What follows belongs to an exercise in optimizing a design on an open flow for small area, a short achievable clock period and few clock cycles; a production flow would make more cautious choices.
Only simulation tests tie the RTL to the original design; equivalence was not proved.
Power is estimated from default activity; no workload was simulated.

**flow/config.mk**
```make
export PLATFORM = sky130hd
export DESIGN_NAME = JAM
export DESIGN_NICKNAME = JAM
export VERILOG_FILES = /design/flow/design.v
export SDC_FILE = /design/flow/constraint.sdc
export NUM_CORES = 4
export LEC_CHECK = 0
export CAP_MARGIN = 20
export CORE_MARGIN = 2
export CORE_UTILIZATION = 40
export SLEW_MARGIN = 20
```
**flow/constraint.sdc**
```tcl
create_clock -name core_clock -period 4.5 [get_ports {CLK}]
set_input_delay 0.9000 -clock core_clock [delete_from_list [all_inputs] [get_ports {CLK}]]
set_output_delay 0.9000 -clock core_clock [all_outputs]
set_load 0.01 [all_outputs]
```
**flow/design.v**
```verilog
module JAM (
    input CLK,
    input RST,
    output [2:0] W,
    output [2:0] J,
    input [6:0] Cost,
    output reg [3:0] MatchCount,
    output reg [9:0] MinCost,
    output reg Valid
);
reg [7:0] t;           
assign W = RST ? 3'd0 : t[5:3];
assign J = RST ? 3'd0 : t[2:0];
reg [6:0] R [0:7][0:7];
integer wi, pi;
always @(posedge CLK) begin
    for (wi = 0; wi < 8; wi = wi + 1) begin
        for (pi = 7; pi > 0; pi = pi - 1)
            R[wi][pi] <= R[wi][pi-1];
        if (RST ? (wi == 0) : (t < 8'd64 && t[5:3] == wi))
            R[wi][0] <= Cost;
        else
            R[wi][0] <= R[wi][7];
    end
end
function [3:0] pat_of(input [7:0] tt);
    begin
        pat_of = 4'd0;
        case (tt)
            8'd71: pat_of = 4'd1;
            8'd72: pat_of = 4'd1;
            8'd73: pat_of = 4'd1;
            8'd74: pat_of = 4'd1;
            8'd75: pat_of = 4'd1;
            8'd76: pat_of = 4'd1;
            8'd77: pat_of = 4'd1;
            8'd78: pat_of = 4'd1;
            8'd79: pat_of = 4'd2;
            8'd80: pat_of = 4'd2;
            8'd81: pat_of = 4'd2;
            8'd82: pat_of = 4'd2;
            8'd83: pat_of = 4'd2;
            8'd84: pat_of = 4'd2;
            8'd85: pat_of = 4'd2;
            8'd86: pat_of = 4'd2;
            8'd87: pat_of = 4'd3;
            8'd88: pat_of = 4'd3;
            8'd89: pat_of = 4'd3;
            8'd90: pat_of = 4'd3;
            8'd91: pat_of = 4'd3;
            8'd92: pat_of = 4'd3;
            8'd93: pat_of = 4'd3;
            8'd94: pat_of = 4'd3;
            8'd95: pat_of = 4'd4;
            8'd96: pat_of = 4'd4;
            8'd97: pat_of = 4'd4;
            8'd98: pat_of = 4'd4;
            8'd99: pat_of = 4'd4;
            8'd100: pat_of = 4'd4;
            8'd101: pat_of = 4'd4;
            8'd102: pat_of = 4'd4;
            8'd103: pat_of = 4'd5;
            8'd104: pat_of = 4'd5;
            8'd105: pat_of = 4'd5;
            8'd106: pat_of = 4'd5;
            8'd107: pat_of = 4'd5;
            8'd108: pat_of = 4'd5;
            8'd109: pat_of = 4'd5;
            8'd110: pat_of = 4'd5;
            8'd111: pat_of = 4'd6;
            8'd112: pat_of = 4'd6;
            8'd113: pat_of = 4'd6;
            8'd114: pat_of = 4'd6;
            8'd115: pat_of = 4'd6;
            8'd116: pat_of = 4'd6;
            8'd117: pat_of = 4'd6;
            8'd118: pat_of = 4'd6;
            8'd119: pat_of = 4'd7;
            8'd120: pat_of = 4'd7;
            8'd121: pat_of = 4'd7;
            8'd122: pat_of = 4'd7;
            8'd123: pat_of = 4'd7;
            8'd124: pat_of = 4'd7;
            8'd125: pat_of = 4'd7;
            8'd126: pat_of = 4'd7;
            8'd127: pat_of = 4'd8;
            8'd128: pat_of = 4'd8;
            8'd129: pat_of = 4'd8;
            8'd130: pat_of = 4'd8;
            8'd131: pat_of = 4'd9;
            8'd132: pat_of = 4'd9;
            default: pat_of = 4'd0;
        endcase
    end
endfunction
wire [7:0] t_next = RST ? 8'd1 : (t == 8'd136 ? t : t + 8'd1);
always @(posedge CLK) begin
    t <= t_next;
end
wire [6:0] a00 = R[0][0];
wire [6:0] a10 = R[1][0];
wire [6:0] a20 = R[2][0];
wire [6:0] a30 = R[3][0];
reg [1:0] sel_a1;
always @(posedge CLK) begin
    case (pat_of(t_next))
        4'd2, 4'd4, 4'd5, 4'd6, 4'd7, 4'd8: sel_a1 <= 2'd1;
        default: sel_a1 <= 2'd2;
    endcase
end
wire [6:0] a01 = ({7{sel_a1[0]}} & R[0][1]) | ({7{sel_a1[1]}} & R[0][2]);
wire [6:0] a11 = ({7{sel_a1[0]}} & R[1][1]) | ({7{sel_a1[1]}} & R[1][2]);
wire [6:0] a21 = ({7{sel_a1[0]}} & R[2][1]) | ({7{sel_a1[1]}} & R[2][2]);
wire [6:0] a31 = ({7{sel_a1[0]}} & R[3][1]) | ({7{sel_a1[1]}} & R[3][2]);
reg [3:0] sel_a2;
always @(posedge CLK) begin
    case (pat_of(t_next))
        4'd0, 4'd1, 4'd3: sel_a2 <= 4'd1;
        4'd4, 4'd6: sel_a2 <= 4'd2;
        4'd2, 4'd7, 4'd9: sel_a2 <= 4'd4;
        default: sel_a2 <= 4'd8;
    endcase
end
wire [6:0] a02 = ({7{sel_a2[0]}} & R[0][1]) | ({7{sel_a2[1]}} & R[0][3]) | ({7{sel_a2[2]}} & R[0][4]) | ({7{sel_a2[3]}} & R[0][5]);
wire [6:0] a12 = ({7{sel_a2[0]}} & R[1][1]) | ({7{sel_a2[1]}} & R[1][3]) | ({7{sel_a2[2]}} & R[1][4]) | ({7{sel_a2[3]}} & R[1][5]);
wire [6:0] a22 = ({7{sel_a2[0]}} & R[2][1]) | ({7{sel_a2[1]}} & R[2][3]) | ({7{sel_a2[2]}} & R[2][4]) | ({7{sel_a2[3]}} & R[2][5]);
wire [6:0] a32 = ({7{sel_a2[0]}} & R[3][1]) | ({7{sel_a2[1]}} & R[3][3]) | ({7{sel_a2[2]}} & R[3][4]) | ({7{sel_a2[3]}} & R[3][5]);
reg [3:0] sel_a3;
always @(posedge CLK) begin
    case (pat_of(t_next))
        4'd5: sel_a3 <= 4'd1;
        4'd1, 4'd4, 4'd8: sel_a3 <= 4'd2;
        4'd3, 4'd6, 4'd7, 4'd9: sel_a3 <= 4'd4;
        default: sel_a3 <= 4'd8;
    endcase
end
wire [6:0] a03 = ({7{sel_a3[0]}} & R[0][3]) | ({7{sel_a3[1]}} & R[0][4]) | ({7{sel_a3[2]}} & R[0][6]) | ({7{sel_a3[3]}} & R[0][7]);
wire [6:0] a13 = ({7{sel_a3[0]}} & R[1][3]) | ({7{sel_a3[1]}} & R[1][4]) | ({7{sel_a3[2]}} & R[1][6]) | ({7{sel_a3[3]}} & R[1][7]);
wire [6:0] a23 = ({7{sel_a3[0]}} & R[2][3]) | ({7{sel_a3[1]}} & R[2][4]) | ({7{sel_a3[2]}} & R[2][6]) | ({7{sel_a3[3]}} & R[2][7]);
wire [6:0] a33 = ({7{sel_a3[0]}} & R[3][3]) | ({7{sel_a3[1]}} & R[3][4]) | ({7{sel_a3[2]}} & R[3][6]) | ({7{sel_a3[3]}} & R[3][7]);
reg [3:0] sel_b0;
always @(posedge CLK) begin
    case (pat_of(t_next))
        4'd9: sel_b0 <= 4'd1;
        4'd2, 4'd7, 4'd8: sel_b0 <= 4'd2;
        4'd0, 4'd3, 4'd5, 4'd6: sel_b0 <= 4'd4;
        default: sel_b0 <= 4'd8;
    endcase
end
wire [6:0] b00 = ({7{sel_b0[0]}} & R[4][1]) | ({7{sel_b0[1]}} & R[4][2]) | ({7{sel_b0[2]}} & R[4][4]) | ({7{sel_b0[3]}} & R[4][5]);
wire [6:0] b10 = ({7{sel_b0[0]}} & R[5][1]) | ({7{sel_b0[1]}} & R[5][2]) | ({7{sel_b0[2]}} & R[5][4]) | ({7{sel_b0[3]}} & R[5][5]);
wire [6:0] b20 = ({7{sel_b0[0]}} & R[6][1]) | ({7{sel_b0[1]}} & R[6][2]) | ({7{sel_b0[2]}} & R[6][4]) | ({7{sel_b0[3]}} & R[6][5]);
wire [6:0] b30 = ({7{sel_b0[0]}} & R[7][1]) | ({7{sel_b0[1]}} & R[7][2]) | ({7{sel_b0[2]}} & R[7][4]) | ({7{sel_b0[3]}} & R[7][5]);
reg [1:0] sel_b1;
always @(posedge CLK) begin
    case (pat_of(t_next))
        4'd4, 4'd5, 4'd6: sel_b1 <= 2'd1;
        default: sel_b1 <= 2'd2;
    endcase
end
wire [6:0] b01 = ({7{sel_b1[0]}} & R[4][2]) | ({7{sel_b1[1]}} & R[4][3]);
wire [6:0] b11 = ({7{sel_b1[0]}} & R[5][2]) | ({7{sel_b1[1]}} & R[5][3]);
wire [6:0] b21 = ({7{sel_b1[0]}} & R[6][2]) | ({7{sel_b1[1]}} & R[6][3]);
wire [6:0] b31 = ({7{sel_b1[0]}} & R[7][2]) | ({7{sel_b1[1]}} & R[7][3]);
reg [1:0] sel_b2;
always @(posedge CLK) begin
    case (pat_of(t_next))
        4'd0, 4'd2, 4'd3, 4'd6, 4'd7, 4'd9: sel_b2 <= 2'd1;
        default: sel_b2 <= 2'd2;
    endcase
end
wire [6:0] b02 = ({7{sel_b2[0]}} & R[4][5]) | ({7{sel_b2[1]}} & R[4][7]);
wire [6:0] b12 = ({7{sel_b2[0]}} & R[5][5]) | ({7{sel_b2[1]}} & R[5][7]);
wire [6:0] b22 = ({7{sel_b2[0]}} & R[6][5]) | ({7{sel_b2[1]}} & R[6][7]);
wire [6:0] b32 = ({7{sel_b2[0]}} & R[7][5]) | ({7{sel_b2[1]}} & R[7][7]);
reg [1:0] sel_b3;
always @(posedge CLK) begin
    case (pat_of(t_next))
        4'd0, 4'd1, 4'd2, 4'd4, 4'd5, 4'd8: sel_b3 <= 2'd1;
        default: sel_b3 <= 2'd2;
    endcase
end
wire [6:0] b03 = ({7{sel_b3[0]}} & R[4][6]) | ({7{sel_b3[1]}} & R[4][7]);
wire [6:0] b13 = ({7{sel_b3[0]}} & R[5][6]) | ({7{sel_b3[1]}} & R[5][7]);
wire [6:0] b23 = ({7{sel_b3[0]}} & R[6][6]) | ({7{sel_b3[1]}} & R[6][7]);
wire [6:0] b33 = ({7{sel_b3[0]}} & R[7][6]) | ({7{sel_b3[1]}} & R[7][7]);
wire [107:0] sa, sb;
side_pairs UA (.c({a33, a32, a31, a30, a23, a22, a21, a20, a13, a12, a11, a10, a03, a02, a01, a00}), .s(sa));
side_pairs UB (.c({b33, b32, b31, b30, b23, b22, b21, b20, b13, b12, b11, b10, b03, b02, b01, b00}), .s(sb));
reg [107:0] sa_q, sb_q;
reg v1, v2;
always @(posedge CLK) begin
    sa_q <= sa;
    sb_q <= sb;
    v1 <= ~RST && t >= 8'd63 && t <= 8'd132;
    v2 <= ~RST && v1;
end
wire [8:0] ma, mb;
wire [5:0] fa, fb;
wire [11:0] la, lb;
side_min UMA (.s(sa_q), .m(ma), .mf(fa), .lc(la));
side_min UMB (.s(sb_q), .m(mb), .mf(fb), .lc(lb));
reg [8:0] ma_q, mb_q;
reg [5:0] fa_q, fb_q;
reg [11:0] la_q, lb_q;
always @(posedge CLK) begin
    ma_q <= ma; mb_q <= mb; fa_q <= fa; fb_q <= fb; la_q <= la; lb_q <= lb;
end
wire vg = v2;
function [3:0] cnt6;        
    input [5:0] f;
    input [11:0] lg;
    integer i;
    reg [3:0] c1, c2, c4;
    begin
        c1 = 4'd0; c2 = 4'd0; c4 = 4'd0;
        for (i = 0; i < 6; i = i + 1) begin
            c1 = c1 + (f[i] && lg[2*i +: 2] == 2'd0);
            c2 = c2 + (f[i] && lg[2*i +: 2] == 2'd1);
            c4 = c4 + (f[i] && lg[2*i +: 2] == 2'd2);
        end
        cnt6 = c1 + {c2[2:0], 1'b0} + {c4[1:0], 2'b00};
    end
endfunction
wire [3:0] ka_q = cnt6(fa_q, la_q);
wire [3:0] kb_q = cnt6(fb_q, lb_q);
reg [9:0] cand;
reg [3:0] ka_r, kb_r;
reg v3;
wire [3:0] cc = ka_r * kb_r;
always @(posedge CLK) begin
    cand <= ma_q + mb_q;
    ka_r <= ka_q;
    kb_r <= kb_q;
    v3 <= ~RST && v2;
end
always @(posedge CLK) begin
    if (RST) begin
        MinCost <= 10'h3ff;
        MatchCount <= 4'd0;
        Valid <= 1'b0;
    end else begin
        if (v3) begin
            if (cand < MinCost) begin
                MinCost <= cand;
                MatchCount <= cc;
            end else if (cand == MinCost) begin
                MatchCount <= MatchCount + cc;
            end
        end
        Valid <= (t == 8'd135);
    end
end
endmodule
module side_pairs (
    input  [111:0] c,       
    output [107:0] s        
);
function [8:0] pair;        
    input [6:0] x0, y1, y0, x1;    
    reg [7:0] u, v;
    begin
        u = x0 + y1;
        v = y0 + x1;
        pair = {u == v, (u < v) ? u : v};
    end
endfunction
wire [6:0] q [0:3][0:3];
genvar gr, gs;
generate for (gr = 0; gr < 4; gr = gr + 1) begin : g_r
    for (gs = 0; gs < 4; gs = gs + 1) begin : g_s
        assign q[gr][gs] = c[(gr*4+gs)*7 +: 7];
    end
end endgenerate
assign s[0*9 +: 9] = pair(q[0][0], q[1][1], q[0][1], q[1][0]);
assign s[6*9 +: 9] = pair(q[2][0], q[3][1], q[2][1], q[3][0]);
assign s[1*9 +: 9] = pair(q[0][0], q[1][2], q[0][2], q[1][0]);
assign s[7*9 +: 9] = pair(q[2][0], q[3][2], q[2][2], q[3][0]);
assign s[2*9 +: 9] = pair(q[0][0], q[1][3], q[0][3], q[1][0]);
assign s[8*9 +: 9] = pair(q[2][0], q[3][3], q[2][3], q[3][0]);
assign s[3*9 +: 9] = pair(q[0][1], q[1][2], q[0][2], q[1][1]);
assign s[9*9 +: 9] = pair(q[2][1], q[3][2], q[2][2], q[3][1]);
assign s[4*9 +: 9] = pair(q[0][1], q[1][3], q[0][3], q[1][1]);
assign s[10*9 +: 9] = pair(q[2][1], q[3][3], q[2][3], q[3][1]);
assign s[5*9 +: 9] = pair(q[0][2], q[1][3], q[0][3], q[1][2]);
assign s[11*9 +: 9] = pair(q[2][2], q[3][3], q[2][3], q[3][2]);
endmodule
module side_min (
    input  [107:0] s,
    output [8:0] m,
    output [5:0] mf,           
    output [11:0] lc           
);
wire [8:0] v [0:5];
wire [1:0] l [0:5];
genvar gi, gj;
generate for (gi = 0; gi < 6; gi = gi + 1) begin : g_e
    assign v[gi] = {1'b0, s[gi*9 +: 8]} + {1'b0, s[(5-gi+6)*9 +: 8]};
    assign l[gi] = {1'b0, s[gi*9+8]} + {1'b0, s[(5-gi+6)*9+8]};
end endgenerate
wire le [0:5][0:5];
generate for (gi = 0; gi < 6; gi = gi + 1) begin : g_i
    for (gj = 0; gj < 6; gj = gj + 1) begin : g_j
        if (gi == gj) begin : g_same
            assign le[gi][gj] = 1'b1;
        end else if (gi < gj) begin : g_lo
            assign le[gi][gj] = v[gi] <= v[gj];
        end else begin : g_hi
            assign le[gi][gj] = ~le[gj][gi] | (v[gi] == v[gj]);
        end
    end
end endgenerate
wire [5:0] mn;              
generate for (gi = 0; gi < 6; gi = gi + 1) begin : g_m
    assign mn[gi] = le[gi][0] & le[gi][1] & le[gi][2] & le[gi][3] & le[gi][4] & le[gi][5];
end endgenerate
reg [8:0] mv;
integer ii;
always @* begin
    mv = 9'd0;
    for (ii = 0; ii < 6; ii = ii + 1)
        mv = mv | ({9{mn[ii]}} & v[ii]);
end
assign m = mv;
assign mf = mn;
assign lc = {l[5], l[4], l[3], l[2], l[1], l[0]};
endmodule
```
**flow/run.sh**
```bash
#!/bin/bash
# synth_recipe.tcl (not shown) runs the flow's synth.tcl, then flattens the netlist and writes it again
# the make line also repeats each setting of config.mk as NAME=value (left out here)
make -C /OpenROAD-flow-scripts/flow DESIGN_CONFIG=/design/flow/config.mk WORK_HOME=/design/flow/orfs CLKGATE_MAP_FILE= SYNTH_SCRIPT=/design/flow/synth_recipe.tcl finish
```
==> insert_results.sql, run 1 <==
INSERT INTO impl_metrics (metric_group, metric, value, unit) VALUES
('critical_path', 'cpMostUsedCell', 'sky130_fd_sc_hd__a21oi_1', ''),
('clock_tree', 'cts_buffers', '88', ''),
('place', 'place_hpwl', '131', 'mm'),
('power_and_ir_drop', 'p_switching', '8770', 'uW'),
('power_and_ir_drop', 'power_switching_share', '35.8', '%'),
('critical_path', 'critical-path-max-stage-delay', '740', 'ps'),
('power_and_ir_drop', 'seq_power_share', '31.1', '%'),
('logic_synthesis', 'synth_seq_cells', '782', ''),
('route', 'remaining_drc_errors', '0', ''),
('clock_tree', 'clock_latency', '690', 'ps'),
('hold_path', 'hp-class', 'flip-flop to flip-flop', ''),
('sta', 'max_freq', '234', 'MHz'),
('final_layout', 'layout.cells.most_common_list', 'sky130_fd_sc_hd__ha_1 (922), sky130_fd_sc_hd__dfxtp_1 (781), sky130_fd_sc_hd__inv_1 (505), sky130_fd_sc_hd__a21oi_1 (449), sky130_fd_sc_hd__xnor2_1 (282)', ''),
('place', 'dp.cells', '7100', ''),
('job', 'drv.max_cap_violation_count', '0', ''),
('critical_path', 'buffer_and_inverter_count_on_the_worst_path', '3', ''),
('sta', 'period_minus_slack', '4280', 'ps'),
('place', 'placement.setup.worst_slack', '138', 'ps'),
('floorplanning', 'die_area', '130000', 'um2'),
('global_route', 'first_global_vias', '39800', ''),
('place', 'port_buffers', '29', ''),
('sta', 'worst_skew', '61.9', 'ps'),
('logic_synthesis', 'async_reset_ff_share', '0', '%'),
('logic_synthesis', 'synth_seq_area_share', '30.9', '%'),
('final_layout', 'utilization', '46.0', '%'),
('floorplanning', 'io_pins', '30', ''),
('clock_tree', 'htree_num_levels', '3', ''),
('floorplanning', 'rows', '130', ''),
('critical_path', 'timing.critical_path.required', '5020', 'ps'),
('route', 'avgViaCountPerCell', '5.50', ''),
('clock_tree', 'tritoncts', 'built', ''),
('final_layout', 'layout-drive-gt1-share', '10.3', '%'),
('final_layout', 'final_net_count', '6553', ''),
('sta', 'postLayoutSetupSlackWorst', '218', 'ps'),
('critical_path', 'regToRegSetupSlack', '220', 'ps'),
('global_route', 'grt_antenna_before_repair', '9', ''),
('sta', 'tightestPinTransition', '990', 'ps'),
('logic_synthesis', 'synth.top_cell.area_share', '30.9', '%'),
('clock_tree', 'clock-sinks', '782', ''),
('sta', 'max_slew_margin', '33.7', '%'),
('final_layout', 'p_r_area_growth_vs_syn', '13.9', '%'),
('route', 'antenna_violating_nets_post_route', '0', ''),
('floorplanning', 'initial_core_util', '40.3', '%'),
('critical_path', 'critical_path.endpoint_type', 'flip-flop', ''),
('place', 'placed_cell_area', '54500', 'um2'),
('floorplanning', 'dieWidth', '360', 'um'),
('route', 'initialDrtViolationCount', '2452', ''),
('place', 'gp_congestion', '0.977', ''),
('global_route', 'grt_max_degree', '22', ''),
('final_layout', 'fill_cell_instance_count_of_the_final_layout', '11900', ''),
('critical_path', 'critical-path-slowest-cell', 'sky130_fd_sc_hd__dfxtp_1', ''),
('floorplanning', 'core', '126000', 'um2'),
('power_and_ir_drop', 'pwr_density_cell', '424', 'nW/um2'),
('clock_tree', 'cts_max_path_buffers', '3', ''),
('power_and_ir_drop', 'power_frac_comb', '37.4', '%'),
('logic_synthesis', 'ys_dominant_reg_cell', 'sky130_fd_sc_hd__dfxtp_1', ''),
('logic_synthesis', 'yosysTopAreaCell', 'sky130_fd_sc_hd__dfxtp_1', ''),
('logic_synthesis', 'syn-cell-area', '50700', 'um2'),
('critical_path', 'crit_arrival', '4800', 'ps'),
('sta', 'drv_slew', '0', ''),
('logic_synthesis', 'postSynthAreaPerCell', '9.58', 'um2'),
('global_route', 'total_routing_usage_reported_by_global_routing', '24.1', '%'),
('clock_tree', 'clk_transition_reported_paths', '60', 'ps'),
('logic_synthesis', 'syn_nets', '6302', ''),
('route', 'post_detailed_routing_wire_length', '159', 'mm'),
('critical_path', 'worst_path_dominant_cell_family', 'compound AO/OA/AOI/OAI gates', ''),
('power_and_ir_drop', 'internal-power', '15700', 'uW'),
('sta', 'final_hold_viol_count', '0', ''),
('run_status', 'outcome', 'complete, no violations', ''),
('sta', 'setup_viol', '0', ''),
('critical_path', 'crit_path_cell_trace', 'buf_4 > a22o_1 > ha_1 > a21oi_1 > o21bai_1 > a21oi_1 > xnor2_1 > inv_1 > ha_1 > a21o_1 > a21o_1 > a21oi_1 > o21ai_0 > buf_4 > mux2i_1', '');
[routing by layer]
layer,vias to the layer above,global-route usage [%],routed length [um]
met1,19000,30.2,69100
met3,316,2.45,7110
met5,-,0,13
met2,970,41.1,74300
li1,19700,-,-
met4,2,12.6,8880
[repair_timing]
item / CTS / global route
resized for setup: 0 / 37
endpoints found under the setup margin: 0 / 24
hold buffers: 0 / 0
buffers inserted: 0 / 4
[stage by stage]
stage / hold WS (ps) / total power [uW] / TNS [ps]
3_3_place_gp: 310 / 16600 / 0
4_1_cts: 303 / 24500 / 0
5_1_grt: 329 / 25900 / -17.6
6_report: 309 / 24500 / 0
2_1_floorplan: 310 / 13500 / 0
3_5_place_dp: 312 / 16700 / 0
[state kept, by name, indices dropped and copies added (netlist names), 4 cells and up]
name and count:
MatchCount 4, MinCost 10, R 448, cand 10, fa_q 6, fb_q 6
ka_r 4, kb_r 4, la_q 12, lb_q 12, ma_q 9, mb_q 9
sa_q 108, sb_q 108, sel_a2 4, sel_a3 4, sel_b0 4, t 8
[layout make-up]
cell class | instances | area [um2] | area share [%]
multi-input cells | 3892 | 32900 | 56.9
flip-flops and latches | 782 | 15700 | 27.1
clock buffers | 112 | 2440 | 4.23
repair buffers | 270 | 2120 | 3.67
well taps | 1650 | 2060 | 3.57
inverters | 510 | 1910 | 3.31
clock inverters | 50 | 711 | 1.23
diodes | 1 | 2.50 | 0.00433
[cell families (layout without fill, tap and decap cells)]
family | after synthesis | count (layout) | synth area share (%)
AOI/OAI and AO/OA | 1528 | 1528 | 20.3
adders and majority gates | 1009 | 1009 | 26.0
other | 0 | 1 | 0
DFF | 782 | 782 | 30.9
muxes | 185 | 185 | 3.91
buffers and inverters | 619 | 942 | 4.60
xor gates and xnor gates | 353 | 353 | 6.17
and+or+nand+nor | 817 | 817 | 8.18
[Yosys cell counts (all sizes together) (9+ instances only)]
cell type / instances
dfxtp: 782
a211o: 11
mux2: 105
and3: 11
o21a: 35
clkbuf: 78
a21o: 191
o221ai: 19
buf: 31
nand3b: 20
inv: 510
o22ai: 18
nand4: 93
or3: 9
nand3: 38
a221oi: 24
o21ai: 162
nand2b: 48
o21bai: 173
fa: 78
nor4: 11
a22oi: 174
or2: 12
xor2: 63
a31oi: 12
nand2: 200
nor2: 215
nor3b: 9
and2: 11
ha: 922
maj3: 9
mux2i: 80
a311o: 9
or3b: 12
a21boi: 10
o31ai: 13
xnor2: 290
nor2b: 73
a22o: 114
o211ai: 27
a21oi: 456
a211oi: 21
nor3: 34
[worst reg2reg max path, delay by kind of cell (launching register included)]
kind            cells  cell delay [ps]
compound gates      8             1520
flops               1              740
fa+ha+maj           2              620
buf+inv             3              600
mux                 1              420
xor+xnor            1              210
[path summary, 6_finish.rpt]
| kind | depth (start not counted) | end | startpoint |
|---|---|---|---|
| worst max-delay path | 15 | sb_q[95]$_DFF_P_ | sel_b3[1]$_DFF_P_ |
| worst max register to register | 15 | sb_q[95]$_DFF_P_ | sel_b3[1]$_DFF_P_ |
| worst min register to register | 0 | R[57][6]$_DFF_P_ | R[56][6]$_DFF_P_ |
| worst min-delay path | 0 | R[57][6]$_DFF_P_ | R[56][6]$_DFF_P_ |
[power groups by stage]
stage	clock, uW	combinational [uW]	sequential (uW)
floorplan	0	5840	7650
global placement	0	8780	7770
detailed placement	0	8900	7780
CTS	7870	8960	7630
global route	8140	10100	7660
finish	7720	9170	7620
Testbench counts, summed over its fixed seeds: cycles 1,096.
==> run 2, diff against run 1 <==
--- a/flow/config.mk
+++ b/flow/config.mk
@@ -7,5 +7,6 @@
 export LEC_CHECK = 0
 export CAP_MARGIN = 20
 export CORE_MARGIN = 2
-export CORE_UTILIZATION = 40
+export CORE_UTILIZATION = 65
+export SETUP_SLACK_MARGIN = 0.4
 export SLEW_MARGIN = 20
==> insert_results.sql, run 2 <==
INSERT INTO impl_metrics (metric_group, metric, value, unit) VALUES
('final_layout', 'layout.cells.most_common_list', 'sky130_fd_sc_hd__ha_1 (894), sky130_fd_sc_hd__dfxtp_1 (762), sky130_fd_sc_hd__inv_1 (492), sky130_fd_sc_hd__a21oi_1 (420), sky130_fd_sc_hd__xnor2_1 (272)', ''),
('place', 'port_buffers', '29', ''),
('logic_synthesis', 'postSynthAreaPerCell', '9.58', 'um2'),
('final_layout', 'final_net_count', '6575', ''),
('sta', 'setup-tns-final', '0', 'ps'),
('floorplanning', 'die_area', '80300', 'um2'),
('power_and_ir_drop', 'p_switching', '8990', 'uW'),
('critical_path', 'worst_setup_path_start_kind', 'flip-flop', ''),
('critical_path', 'regToRegSetupSlack', '440', 'ps'),
('final_layout', 'utilization', '75.0', '%'),
('critical_path', 'critical-path-max-stage-delay', '350', 'ps'),
('logic_synthesis', 'synth.area.top_cells', 'sky130_fd_sc_hd__dfxtp_1 (31%), sky130_fd_sc_hd__ha_1 (23%), sky130_fd_sc_hd__xnor2_1 (5.0%)', ''),
('final_layout', 'layout-drive-gt1-share', '14.4', '%'),
('route', 'initialDrtViolationCount', '4195', ''),
('logic_synthesis', 'synth.yosys.warnings', '4', ''),
('logic_synthesis', 'synth.distinct_cells', '94', ''),
('critical_path', 'critical-path-slowest-cell', 'sky130_fd_sc_hd__fa_2', ''),
('clock_tree', 'clock-sinks', '782', ''),
('sta', 'worst_skew', '47.1', 'ps'),
('critical_path', 'cpMostUsedCell', 'sky130_fd_sc_hd__a21oi_2', ''),
('floorplanning', 'initial_core_util', '65.6', '%'),
('logic_synthesis', 'synth_enable_flop_cells', '0', ''),
('clock_tree', 'clock_latency', '660', 'ps'),
('clock_tree', 'clockRootBuffer', 'sky130_fd_sc_hd__clkbuf_16', ''),
('sta', 'tightestPinTransition', '1180', 'ps'),
('logic_synthesis', 'syn-cell-area', '50700', 'um2'),
('logic_synthesis', 'post_synthesis_cell_count', '5293', ''),
('route', 'remaining_drc_errors', '0', ''),
('global_route', 'gr_overflow_total', '0', ''),
('sta', 'final_hold_viol_count', '0', ''),
('route', 'drt_first_pass_iters', '6', ''),
('critical_path', 'reg2reg_from', 'sa_q[54]$_DFF_P_', ''),
('power_and_ir_drop', 'pwr_density_cell', '424', 'nW/um2'),
('critical_path', 'timing.setup.critical_path_class', 'flip-flop to flip-flop', ''),
('logic_synthesis', 'yosysTopAreaCell', 'sky130_fd_sc_hd__dfxtp_1', ''),
('power_and_ir_drop', 'power_switching_share', '36.5', '%'),
('route', 'vias', '41900', ''),
('logic_synthesis', 'synth.top_cell.area_share', '30.9', '%'),
('global_route', 'grt_first_pass_wirelength', '235', 'mm'),
('floorplanning', 'dieWidth', '283', 'um'),
('final_layout', 'p_r_area_growth_vs_syn', '14.4', '%'),
('critical_path', 'timing.critical_path.required', '4980', 'ps'),
('sta', 'max_slew_margin', '21.0', '%'),
('logic_synthesis', 'synth_seq_area_share', '30.9', '%'),
('place', 'gp_congestion', '1.03', ''),
('logic_synthesis', 'synth_seq_cells', '782', ''),
('floorplanning', 'rows', '102', ''),
('logic_synthesis', 'synth.top_cells.by_count', 'sky130_fd_sc_hd__ha_1 (922), sky130_fd_sc_hd__dfxtp_1 (782), sky130_fd_sc_hd__inv_1 (507)', ''),
('logic_synthesis', 'post-synth-top-count-cell', 'sky130_fd_sc_hd__ha_1', ''),
('critical_path', 'worst_r2r_endpoint', 'ma_q[2]$_DFF_P_', ''),
('hold_path', 'hp-class', 'flip-flop to flip-flop', ''),
('global_route', 'grt_max_degree', '29', ''),
('clock_tree', 'post_cts_hold_buffer_count', '0', ''),
('final_layout', 'max_flop_register', 'R', ''),
('critical_path', 'worstRegToRegCells', '18', ''),
('power_and_ir_drop', 'seq_power_share', '31.3', '%'),
('global_route', 'total_routing_usage_reported_by_global_routing', '38.0', '%'),
('route', 'antenna_violating_nets_post_route', '0', ''),
('critical_path', 'worstSetupEndpoint', 'ma_q[2]$_DFF_P_', ''),
('clock_tree', 'cts_buffers', '79', ''),
('clock_tree', 'htree_num_levels', '3', ''),
('logic_synthesis', 'syn_nets', '6302', ''),
('sta', 'period_minus_slack', '4060', 'ps'),
('route', 'avgViaCountPerCell', '6.29', ''),
('run_status', 'outcome', 'complete, no violations', ''),
('route', 'drt-wirelength-per-cell', '23.7', 'um'),
('route', 'post_detailed_routing_wire_length', '158', 'mm'),
('sta', 'worst_hold_slack', '326', 'ps'),
('critical_path', 'critical_path.endpoint_type', 'flip-flop', ''),
('critical_path', 'buffer_and_inverter_count_on_the_worst_path', '2', ''),
('power_and_ir_drop', 'internal-power', '15600', 'uW'),
('clock_tree', 'clk_transition_reported_paths', '60', 'ps'),
('sta', 'drv_slew', '0', ''),
('critical_path', 'crit_path_cell_trace', 'ha_4 > fa_2 > a21o_1 > a21oi_2 > o21bai_1 > a21oi_2 > o21bai_1 > a21oi_2 > buf_4 > ha_1 > nand4_1 > o21ai_0 > a211o_1 > o211ai_1 > buf_4 > o22ai_2 > a221oi_2 > o221ai_1', ''),
('global_route', 'grt_antenna_before_repair', '9', ''),
('logic_synthesis', 'ys_dominant_reg_cell', 'sky130_fd_sc_hd__dfxtp_1', ''),
('final_layout', 'largest_registers', 'R x448, sa_q x108, sb_q x108', ''),
('floorplanning', 'die_y', '283', 'um'),
('sta', 'final.period_utilization', '90.1', '%'),
('final_layout', 'flip_flop_count_of_the_largest_register_after_layout', '448', ''),
('final_layout', 'layout.cells.most_common', 'sky130_fd_sc_hd__ha_1', ''),
('job', 'drv.max_cap_violation_count', '0', ''),
('floorplanning', 'core', '77300', 'um2'),
('place', 'place_hpwl', '126', 'mm'),
('critical_path', 'crit_arrival', '4540', 'ps'),
('floorplanning', 'io_pins', '30', ''),
('critical_path', 'critical_path_cell_count', '18', ''),
('clock_tree', 'tritoncts', 'built', ''),
('global_route', 'first_global_vias', '40100', ''),
('sta', 'setup_viol', '0', ''),
('power_and_ir_drop', 'clockPowerShare', '27.8', '%'),
('critical_path', 'worst_path_dominant_cell_family', 'compound AO/OA/AOI/OAI gates', ''),
('clock_tree', 'cts_max_path_buffers', '3', ''),
('logic_synthesis', 'async_reset_ff_share', '0', '%'),
('sta', 'max_freq', '247', 'MHz'),
('sta', 'grt_setup_unrepaired', 'yes', ''),
('power_and_ir_drop', 'p_leak', '0.0290', 'uW'),
('power_and_ir_drop', 'power_frac_comb', '41.0', '%'),
('power_and_ir_drop', 'ir_drop', '0.412', 'mV'),
('critical_path', 'critical_path.startpoint', 'sa_q[54]$_DFF_P_', ''),
('critical_path', 'worst-path-max-fanout', '5', '');
run 2: cell types whose count changed in the layout (fill, tap and decap cells not counted), sizes merged, moves of 2 or more:
cell	before	now
clkinv	17	14
buf	242	270
clkbuf	112	110
clkinvlp	9	4
inv	523	521
bufinv	11	5
run 2: power groups by stage:
stage	Combinational, uW	Sequential (uW)	Clock (uW)
6_report	10100	7690	6830
2_1_floorplan	5840	7650	0
4_1_cts	8830	7680	6870
3_5_place_dp	8490	7830	0
5_1_grt	10800	7720	7140
3_3_place_gp	8340	7820	0
run 2: final cells by class:
type,instances,area [um2]
Antenna cell,2,5.00
Clock buffer,109,2280
Clock inverter,34,442
Fill cell,5599,19300
Inverter,510,1930
Multi-Input combinational cell,3894,34000
Sequential cell,782,15700
Tap cell,1040,1300
Timing Repair Buffer,299,2420
run 2: how the worst min path moves through the flow:
stage,end,startpoint,cells after the start,slack (ps)
floorplan,R[33][0]$_DFF_P_,R[32][0]$_DFF_P_,0,310
global placement,R[49][3]$_DFF_P_,R[48][3]$_DFF_P_,0,310
detailed placement,R[41][1]$_DFF_P_,R[40][1]$_DFF_P_,0,310
CTS,R[41][1]$_DFF_P_,R[40][1]$_DFF_P_,0,330
global route,R[57][2]$_DFF_P_,R[56][2]$_DFF_P_,0,330
finish,R[57][0]$_DFF_P_,R[56][0]$_DFF_P_,0,330
run 2: cell families (layout without fill, tap and decap cells):
group	after synthesis	in the layout	share of synthesized area, %
AO/OA/AOI/OAI	1528	1528	20.3
XOR/XNOR	353	353	6.17
adder cells (fa/ha/maj)	1009	1009	26.0
buffers and inverters	619	952	4.60
flip-flops	782	782	30.9
multiplexers	185	185	3.91
other	0	2	0
AND/OR/NAND/NOR	817	819	8.18
run 2: per-stage QoR:
| step | std cells | setup WS (ps) | instance area [um2] | power, uW |
|---|---|---|---|---|
| after floorplan | 5293 | 449 | 50700 | 13500 |
| after global routing | 6668 | 285 | 58000 | 25700 |
| after CTS | 6621 | 404 | 56600 | 23400 |
| after detailed placement | 6456 | 37.0 | 53500 | 16300 |
| final | 6670 | 444 | 58000 | 24600 |
| after global placement | 6456 | 167 | 53500 | 16200 |
run 2: worst register-to-register path: cells and delay by family (launching register included):
family,cells,cell delay (ps)
adders and majority gates,3,800
and+or+nand+nor,1,130
buffers and inverters,2,460
AOI/OAI and AO/OA,12,2170
DFF,1,330
run 2: timing repair:
| item | in CTS | in global routing |
|---|---|---|
| cloned | 2 | 7 |
| resized for setup | 81 | 249 |
| pin swaps | 22 | 108 |
| setup endpoints to repair | 39 | 182 |
| setup buffers | 20 | 40 |
run 2: routing by layer:
metal	part of all wire, %	vias up	routed length (um)	global-route usage [%]
met3	9.4	407	14800	7.03
met4	4.5	6	7160	15.4
li1	-	19700	-	-
met5	0.023	-	36	0
met2	41	1799	65100	55.9
met1	45	20000	71000	54.7
==> run 3, diff against run 2 <==
--- a/flow/config.mk
+++ b/flow/config.mk
@@ -5,8 +5,8 @@
 export SDC_FILE = /design/flow/constraint.sdc
 export NUM_CORES = 4
 export LEC_CHECK = 0
+export ABC_AREA = 1
 export CAP_MARGIN = 20
 export CORE_MARGIN = 2
 export CORE_UTILIZATION = 65
-export SETUP_SLACK_MARGIN = 0.4
 export SLEW_MARGIN = 20
==> insert_results.sql, run 3 <==
INSERT INTO impl_metrics (metric_group, metric, value, unit) VALUES
('route', 'vias', '46700', ''),
('logic_synthesis', 'synth.distinct_cells', '55', ''),
('sta', 'final_hold_viol_count', '0', ''),
('logic_synthesis', 'synth.top_cells.by_count', 'sky130_fd_sc_hd__nand2_1 (1420), sky130_fd_sc_hd__ha_1 (922), sky130_fd_sc_hd__inv_1 (899)', ''),
('floorplanning', 'rows', '103', ''),
('sta', 'max_slew_margin', '24.5', '%'),
('critical_path', 'crit_path_cell_trace', 'inv_1 > buf_4 > o21ai_0 > ha_1 > fa_1 > nand3_1 > and2_1 > nor2_1 > o21ai_0 > nand2_1 > xnor2_1 > ha_1 > nand2_1 > nor2_1 > a211oi_1 > nand2_1 > inv_1 > o21ai_0', ''),
('clock_tree', 'cts_max_path_buffers', '3', ''),
('critical_path', 'worst_setup_path_start_kind', 'flip-flop', ''),
('logic_synthesis', 'async_reset_ff_share', '0', '%'),
('global_route', 'total_routing_usage_reported_by_global_routing', '38.8', '%'),
('sta', 'grt_setup_unrepaired', 'no', ''),
('clock_tree', 'clock-sinks', '782', ''),
('logic_synthesis', 'synth_seq_cells', '782', ''),
('route', 'drt-wirelength-per-cell', '20.3', 'um'),
('power_and_ir_drop', 'p_switching', '7350', 'uW'),
('clock_tree', 'clockRootBuffer', 'sky130_fd_sc_hd__clkbuf_16', ''),
('power_and_ir_drop', 'power_switching_share', '35.3', '%'),
('clock_tree', 'clk_transition_reported_paths', '70', 'ps'),
('route', 'post_detailed_routing_wire_length', '162', 'mm'),
('route', 'initialDrtViolationCount', '4789', ''),
('global_route', 'gr_overflow_total', '0', ''),
('logic_synthesis', 'synth.top_cell.area_share', '30.2', '%'),
('critical_path', 'critical-path-max-stage-delay', '450', 'ps'),
('logic_synthesis', 'postSynthAreaPerCell', '7.81', 'um2'),
('logic_synthesis', 'post-synth-top-count-cell', 'sky130_fd_sc_hd__nand2_1', ''),
('logic_synthesis', 'yosysTopAreaCell', 'sky130_fd_sc_hd__dfxtp_1', ''),
('global_route', 'grt_first_pass_wirelength', '245', 'mm'),
('power_and_ir_drop', 'clockPowerShare', '34.3', '%'),
('place', 'placed_cell_area', '54500', 'um2'),
('route', 'antenna_violating_nets_post_route', '0', ''),
('sta', 'final.period_utilization', '96.3', '%'),
('global_route', 'grt_max_degree', '29', ''),
('power_and_ir_drop', 'ir_drop', '0.409', 'mV'),
('logic_synthesis', 'synth_seq_area_share', '30.2', '%'),
('global_route', 'grt_antenna_before_repair', '11', ''),
('critical_path', 'crit_arrival', '4840', 'ps'),
('logic_synthesis', 'syn_nets', '7645', ''),
('floorplanning', 'die_area', '82100', 'um2'),
('run_status', 'outcome', 'complete, no violations', ''),
('critical_path', 'worst-path-max-fanout', '16', ''),
('place', 'place_hpwl', '130', 'mm'),
('critical_path', 'buffer_and_inverter_count_on_the_worst_path', '3', ''),
('sta', 'worst_skew', '53.9', 'ps'),
('sta', 'setup-tns-final', '0', 'ps'),
('critical_path', 'critical-path-slowest-cell', 'sky130_fd_sc_hd__inv_1', ''),
('sta', 'setup_viol', '0', ''),
('clock_tree', 'post_cts_resized', '0', ''),
('floorplanning', 'dieWidth', '286', 'um'),
('hold_path', 'hp-class', 'flip-flop to flip-flop', ''),
('route', 'remaining_drc_errors', '0', ''),
('route', 'drt_first_pass_iters', '7', ''),
('critical_path', 'critical_path.startpoint', 'sel_b0[3]$_DFF_P_', ''),
('sta', 'worst_hold_slack', '320', 'ps'),
('floorplanning', 'core', '79000', 'um2'),
('final_layout', 'layout.cells.most_common_list', 'sky130_fd_sc_hd__nand2_1 (1420), sky130_fd_sc_hd__ha_1 (922), sky130_fd_sc_hd__inv_1 (898), sky130_fd_sc_hd__dfxtp_1 (781), sky130_fd_sc_hd__o21ai_0 (537)', ''),
('place', 'gp_congestion', '1.08', ''),
('critical_path', 'worst_path_dominant_cell_family', 'adder cells', ''),
('power_and_ir_drop', 'power_frac_comb', '29.0', '%'),
('logic_synthesis', 'synth_enable_flop_cells', '0', ''),
('logic_synthesis', 'synth.area.top_cells', 'sky130_fd_sc_hd__dfxtp_1 (30%), sky130_fd_sc_hd__ha_1 (22%), sky130_fd_sc_hd__nand2_1 (10%)', ''),
('logic_synthesis', 'post_synthesis_cell_count', '6636', ''),
('clock_tree', 'htree_num_levels', '3', ''),
('floorplanning', 'die_y', '286', 'um'),
('route', 'avgViaCountPerCell', '5.86', ''),
('place', 'port_buffers', '29', ''),
('sta', 'tightestPinTransition', '1120', 'ps'),
('power_and_ir_drop', 'seq_power_share', '36.8', '%'),
('clock_tree', 'clock_latency', '680', 'ps'),
('final_layout', 'layout.cells.most_common', 'sky130_fd_sc_hd__nand2_1', ''),
('clock_tree', 'number_of_setup_buffers_added_after_cts', '0', ''),
('sta', 'drv_slew', '0', ''),
('logic_synthesis', 'syn-cell-area', '51900', 'um2'),
('sta', 'max_freq', '231', 'MHz'),
('floorplanning', 'io_pins', '30', ''),
('power_and_ir_drop', 'internal-power', '13500', 'uW'),
('floorplanning', 'initial_core_util', '65.6', '%'),
('hold_path', 'startpoint_of_the_worst_hold_path', 'R[37][0]$_DFF_P_', ''),
('clock_tree', 'tritoncts', 'built', ''),
('logic_synthesis', 'synth.yosys.warnings', '4', ''),
('job', 'drv.max_cap_violation_count', '0', ''),
('final_layout', 'final_net_count', '7857', ''),
('critical_path', 'timing.critical_path.required', '5010', 'ps'),
('critical_path', 'critical_path.endpoint_type', 'flip-flop', ''),
('final_layout', 'layout-drive-gt1-share', '5.63', '%'),
('final_layout', 'final_design_area_no_fill', '57400', 'um2'),
('power_and_ir_drop', 'pwr_density_cell', '362', 'nW/um2'),
('final_layout', 'largest_registers', 'R x448, sa_q x108, sb_q x108', ''),
('clock_tree', 'post_cts_hold_buffer_count', '0', ''),
('critical_path', 'reg2reg_from', 'sel_b0[3]$_DFF_P_', ''),
('global_route', 'first_global_vias', '43700', ''),
('final_layout', 'flip_flop_count_of_the_largest_register_after_layout', '448', ''),
('clock_tree', 'cts_buffers', '81', ''),
('sta', 'period_minus_slack', '4330', 'ps'),
('final_layout', 'max_flop_register', 'R', ''),
('final_layout', 'p_r_area_growth_vs_syn', '10.7', '%'),
('logic_synthesis', 'ys_dominant_reg_cell', 'sky130_fd_sc_hd__dfxtp_1', ''),
('power_and_ir_drop', 'p_leak', '0.0299', 'uW'),
('critical_path', 'timing.setup.critical_path_class', 'flip-flop to flip-flop', '');
run 3: area by class of cell:
class | instances | area [um2]
multi-input combinational | 4849 | 32400
fill | 6227 | 21600
sequential | 782 | 15700
inverter | 922 | 3470
clock buffer | 108 | 2250
timing repair buffer | 212 | 1660
tap | 1050 | 1310
clock inverter | 39 | 624
antenna | 1 | 2.50
run 3: cell families after synthesis:
| logic type | count (synthesis) | synth area share, % |
|---|---|---|
| AOI/OAI and AO/OA | 1285 | 13.6 |
| xor gates and xnor gates | 286 | 4.84 |
| adders and majority gates | 1000 | 25.3 |
| buffers and inverters | 1005 | 7.28 |
| DFF | 782 | 30.2 |
| and+or+nand+nor | 2278 | 18.8 |
run 3: stage by stage:
step	utilization [%]	std cells	setup slack (ps)	power, uW
floorplan	-	6636	899	11600
global placement	69.0	7814	47.8	13400
detailed placement	69.0	7815	55.7	13600
CTS	72.7	7962	3.36	20700
global route	72.7	7962	3.28	21900
finish	72.7	7963	167	20800
run 3: power by group through the flow:
stage	clock, uW	sequential (uW)	combinational [uW]
2_1_floorplan	0	7560	4080
3_3_place_gp	0	7760	5640
3_5_place_dp	0	7770	5790
4_1_cts	7190	7620	5840
5_1_grt	7470	7660	6780
6_report	7130	7650	6030
run 3: worst register-to-register path, delay by kind of cell (launching register included):
kind / cells / cell delay (ps)
adder cells (fa/ha/maj): 3 / 1080
buffers and inverters: 3 / 990
AO/OA/AOI/OAI: 4 / 860
AND/OR/NAND/NOR: 7 / 660
flip-flops: 1 / 340
XOR/XNOR: 1 / 240
run 3: worst paths after layout:
kind,to,slack (ps),depth (start not counted)
hold / removal,R[38][0]$_DFF_P_,320,0
hold reg to reg,R[38][0]$_DFF_P_,320,0
setup reg to reg,sb_q[7]$_DFF_P_,170,18
setup / recovery,sb_q[7]$_DFF_P_,170,18
run 3: routing by layer:
metal	track usage (%)	vias up	wire (um)
li1	-	22600	-
met1	53.3	21400	68900
met2	59.4	2198	68200
met3	8.20	472	17400
met4	15.5	10	7380
met5	0	-	98

what the ideal ports hide:
The flow's constraints put no driver on any port. The routed layouts listed below were extracted and timed again, unchanged, in two steps.
Step 1, drivers: a clkbuf_16 drives CLK and a buf_2 each remaining input, both assumed.
Step 2 also shifts input and output timing later by t, the mid clock arrival at the registers, as if the neighbouring blocks saw the same clock.
Three values: ideal, step 1, step 2; two values: the first two.
| run | t, ns | setup slack, ns | hold WS [ns] |
|---|---|---|---|
| run 1 | 0.734 | 0.218 / 0.218 / 0.218 | 0.309 / 0.309 / 0.309 |
| run 2 | 0.710 | 0.444 / 0.444 / 0.444 | 0.326 / 0.326 / 0.326 |
| run 3 | 0.727 | 0.167 / 0.167 / 0.167 | 0.320 / 0.320 / 0.320 |
After both steps setup and hold are still met in every run listed.
